From an optimization exercise on the open Yosys and OpenROAD flow, aimed at small area and a short achievable clock period; shortcuts taken in it are not production practice.
RTL that was checked went through simulation tests only; none was proved equivalent to the original.
No activity file was given, so power comes from the tool's default toggle rates.

## cedar
## fpmul
module fpmul (
	input             clk,
	input      [31:0] X,
	input      [31:0] Y,
	output     [31:0] result,
	output reg        zero,
	output reg        underflow,
	output reg        overflow,
	output reg        nan
);
	wire [24:0] yb = {1'b1, Y[22:0], 1'b0};   
	wire [7:0]  s1_d, s2_d, s3_d, s4_d, neg_d;
	genvar i;
	generate for (i = 0; i < 8; i = i + 1) begin : enc
		wire [2:0] c = yb[3*i+3] ? ~yb[3*i+2:3*i] : yb[3*i+2:3*i];   
		assign s1_d[i]  = ~c[2] & (c[1] ^ c[0]);
		assign s2_d[i]  = (~c[2] & c[1] & c[0]) | (c[2] & ~c[1] & ~c[0]);
		assign s3_d[i]  = c[2] & (c[1] ^ c[0]);
		assign s4_d[i]  = c[2] & c[1] & c[0];
		assign neg_d[i] = yb[3*i+3] & ~(&yb[3*i+2:3*i]);
	end endgenerate
	wire [23:0] mx = {1'b1, X[22:0]};
	wire [24:1] x3p = {1'b0, mx[23:1]} ^ mx[23:0];   
	wire [24:1] x3g = {1'b0, mx[23:1]} & mx[23:0];
	wire xg0_1 = x3g[2] | (x3p[2] & x3g[1]);
	wire xp0_1 = x3p[2] & x3p[1];
	wire xg0_3 = x3g[4] | (x3p[4] & x3g[3]);
	wire xp0_3 = x3p[4] & x3p[3];
	wire xg0_5 = x3g[6] | (x3p[6] & x3g[5]);
	wire xp0_5 = x3p[6] & x3p[5];
	wire xg0_7 = x3g[8] | (x3p[8] & x3g[7]);
	wire xp0_7 = x3p[8] & x3p[7];
	wire xg0_9 = x3g[10] | (x3p[10] & x3g[9]);
	wire xp0_9 = x3p[10] & x3p[9];
	wire xg0_11 = x3g[12] | (x3p[12] & x3g[11]);
  ...
Settings: LEC_CHECK=0, CAP_MARGIN=20, CORE_MARGIN=2, CORE_UTILIZATION=40, CTS_BUF_LIST=sky130_fd_sc_hd__clkbuf_8, SETUP_SLACK_MARGIN=3.5, SLEW_MARGIN=20, SYNTH_HIERARCHICAL=1, SYNTH_MINIMUM_KEEP_SIZE=0; clock period 8.0 ns.
standard.sh (not shown) runs the stock make flow with config.mk's settings and CLKGATE_MAP_FILE= SYNTH_SCRIPT=/design/flow/synth_recipe.tcl, a recipe that flattens the netlist after the stock synthesis.
==> flow/flow/run.sh <==
#!/bin/bash
export BUFFER_PORTS_ARGS="-buffer_cell sky130_fd_sc_hd__buf_1"
bash standard.sh > standard.log 2>&1
Inputs modified between cedar and pine:
--- a/flow/design.v
+++ b/flow/design.v
@@ -909,28 +909,30 @@
 	wire [12:0] ug_d, up_d;
 	part2 core (.xm(xm_q), .x3(x3_q), .s1(s1_q), .s2(s2_q), .s3(s3_q), .s4(s4_q), .neg(neg_q),
 		.lg(lg_d), .lp(lp_d), .hp(hp_d), .hs0(hs0_d), .hs1(hs1_d), .ug(ug_d), .up(up_d));
 	wire       uf_d  = ~zero_q & (esum_q < 9'd127);
 	wire       nan_d = ~zero_q & (esum_q == 9'd382);
 	wire       of_d  = ~zero_q & (esum_q > 9'd382);
 	wire [8:0] e0_d  = esum_q - 9'd127;
+	wire [8:0] e1_d  = esum_q - 9'd126;
 	reg  [2:0]  lg_q, lp_q;
 	reg  [24:0] hp_q, hs0_q, hs1_q;
 	reg  [12:0] ug_q, up_q;
-	reg  [7:0]  e0_q;
+	reg  [7:0]  e0_q, e1_q;
 	reg         sign_r;
 	always @(posedge clk) begin
 		lg_q      <= lg_d;
 		lp_q      <= lp_d;
 		hp_q      <= hp_d;
 		hs0_q     <= hs0_d;
 		hs1_q     <= hs1_d;
 		ug_q      <= ug_d;
 		up_q      <= up_d;
 		e0_q      <= e0_d[7:0];
+		e1_q      <= e1_d[7:0];
 		sign_r    <= sign_q & ~zero_q & ~(esum_q < 9'd127);
 		zero      <= zero_q;
 		underflow <= uf_d;
 		overflow  <= of_d;
 		nan       <= nan_d;
 	end
 	wire g0_1 = lg_q[1] | (lp_q[1] & lg_q[0]);
@@ -1021,13 +1023,13 @@
 	assign sum[21] = g3_12 ? hs1_q[21] : hs0_q[21];
 	assign sum[22] = hp_q[22] ^ g3_13;
 	assign sum[23] = g3_13 ? hs1_q[23] : hs0_q[23];
 	assign sum[24] = hp_q[24] ^ g3_14;
 	wire [24:0] t = sum[24:0];   
 	wire        kill = zero | underflow | overflow | nan;
 	wire [22:0] mant = t[24] ? t[23:1] : t[22:0];
-	wire [7:0]  ex   = t[24] ? e0_q + 8'd1 : e0_q;
+	wire [7:0]  ex   = t[24] ? e1_q : e0_q;
 	assign result[31]    = sign_r;
 	assign result[30:23] = (overflow | nan) ? 8'hFF : kill ? 8'h00 : ex;
 	assign result[22:1]  = kill ? 22'd0 : mant[22:1];
 	assign result[0]     = underflow | (~kill & mant[0]);
 endmodule
Findings:
- pine finished end to end and its layout was clean on timing, DRC and antenna.
- pine vs. cedar: met1 track utilization from global routing went down by 0.39 points.
- Compared with cedar, non-clock buffer count in pine decreased by a few percent.
- Relative to cedar, required time of the worst setup path has gone up in pine.
- In the metrics for pine and cedar, the one carrying the higher net switching power is cedar.
- The die of pine is larger than the one used in cedar.
- On clock insertion delay at the later pin of the skew report, pine and cedar are basically level.
- Compared with cedar, pine shows a higher worst hold slack.
- Summary of pine over cedar: final area went down by about 1.2%; final period utilization saw a decrease; routed length on met2 has decreased; sequential cell fraction of total power up 0.8 points; worst setup slack went up.
- Number of fill cells (pine over cedar): decrease, 102
- Against cedar as the reference, pine delivers a lower non-clock buffering overhead in the final layout.
Only the layout flow was run in cedar; the RTL was not checked for function there.


RTL: one of the versions met above, not the one the previous note started from.
Size: ~1,900 cells after synthesis, ~100 I/O pins, roughly 18,000 µm² of cells after synthesis.
Settings: LEC_CHECK=0, CAP_MARGIN=20, CORE_MARGIN=2, CORE_UTILIZATION=40, SETUP_SLACK_MARGIN=3.5, SLEW_MARGIN=20, SYNTH_HIERARCHICAL=1, SYNTH_MINIMUM_KEEP_SIZE=0; clock period 8.0 ns.
Scripts as last shown in full above: flow/flow/run.sh
==> next run, changes <==
--- a/flow/design.v
+++ b/flow/design.v
@@ -1019,17 +1019,36 @@
 	assign sum[17] = g3_10 ? hs1_q[17] : hs0_q[17];
 	assign sum[18] = hp_q[18] ^ g3_11;
 	assign sum[19] = g3_11 ? hs1_q[19] : hs0_q[19];
 	assign sum[20] = hp_q[20] ^ g3_12;
 	assign sum[21] = g3_12 ? hs1_q[21] : hs0_q[21];
 	assign sum[22] = hp_q[22] ^ g3_13;
 	assign sum[23] = g3_13 ? hs1_q[23] : hs0_q[23];
 	assign sum[24] = hp_q[24] ^ g3_14;
 	wire [24:0] t = sum[24:0];   
 	wire        kill = zero | underflow | overflow | nan;
-	wire [22:0] mant = t[24] ? t[23:1] : t[22:0];
-	wire [7:0]  ex   = t[24] ? e1_q : e0_q;
+	wire        c47 = g3_14;   
+	wire [22:0] mant;
+	nsel #(.W(7)) n2 (.c(c47), .p(hp_q[24]), .kill(kill), .t(t[23:16]), .o(mant[22:16]));
+	nsel #(.W(8)) n1 (.c(c47), .p(hp_q[24]), .kill(kill), .t(t[16:8]),  .o(mant[15:8]));
+	nsel #(.W(8)) n0 (.c(c47), .p(hp_q[24]), .kill(kill), .t(t[8:0]),   .o(mant[7:0]));
+	esel ne (.c(c47), .p(hp_q[24]), .kill(kill), .ff(overflow | nan), .e0(e0_q), .e1(e1_q), .o(result[30:23]));
 	assign result[31]    = sign_r;
-	assign result[30:23] = (overflow | nan) ? 8'hFF : kill ? 8'h00 : ex;
-	assign result[22:1]  = kill ? 22'd0 : mant[22:1];
-	assign result[0]     = underflow | (~kill & mant[0]);
+	assign result[22:1]  = mant[22:1];
+	assign result[0]     = underflow | mant[0];
+endmodule
+module nsel #(parameter W = 8) (
+	input          c, p, kill,
+	input  [W:0]   t,
+	output [W-1:0] o
+);
+	wire s = c ^ p;
+	assign o = kill ? {W{1'b0}} : (s ? t[W:1] : t[W-1:0]);
+endmodule
+module esel (
+	input        c, p, kill, ff,
+	input  [7:0] e0, e1,
+	output [7:0] o
+);
+	wire s = c ^ p;
+	assign o = ff ? 8'hFF : kill ? 8'h00 : (s ? e1 : e0);
 endmodule
Worst setup slack got worse by 0.030 ns.
Power grows by 2.7%.
Utilization rises by 0.79 points.
Synthesized cell count is lower by 2.1%.
Routed wire length decreases by 3.5%.
Design area went up by 1.8%.
Clock skew is lower by 0.0065 ns.
Critical path depth grows by 3.
Only the layout flow was run in the second run of this note; the RTL was not checked for function there.

## static timing again, ports no longer ideal
In the flow no input, the clock included, has a driving cell. The finished layouts below were timed again as built, in two steps. Step 1 (the two cells are an assumption about what drives the block):
set clk [get_ports {clk}]
set_driving_cell -lib_cell sky130_fd_sc_hd__clkbuf_16 $clk
set_driving_cell -lib_cell sky130_fd_sc_hd__buf_2 [delete_from_list [all_inputs] $clk]
Step 2 times the ports against the registers' clock, not the clock port: input delays grow and output delays shrink by t, the midpoint of the rising clock arrivals with the driver on. Three values: ideal, step 1, step 2; two values: the first two.
run | shift t [ns] | setup slack, ns | worst register clock-pin slew, ns
cedar | 0.577 | 3.467 / 3.417 / 3.496 | 0.12 / 0.12
pine | 0.565 | 3.550 / 3.550 / 3.550 | 0.12 / 0.12
the first run of note 2 | 0.515 | 3.535 / 3.535 / 3.535 | 0.09 / 0.09
the second run of note 2 | 0.514 | 3.505 / 3.451 / 3.540 | 0.08 / 0.08
After both steps every run listed still meets setup and hold.
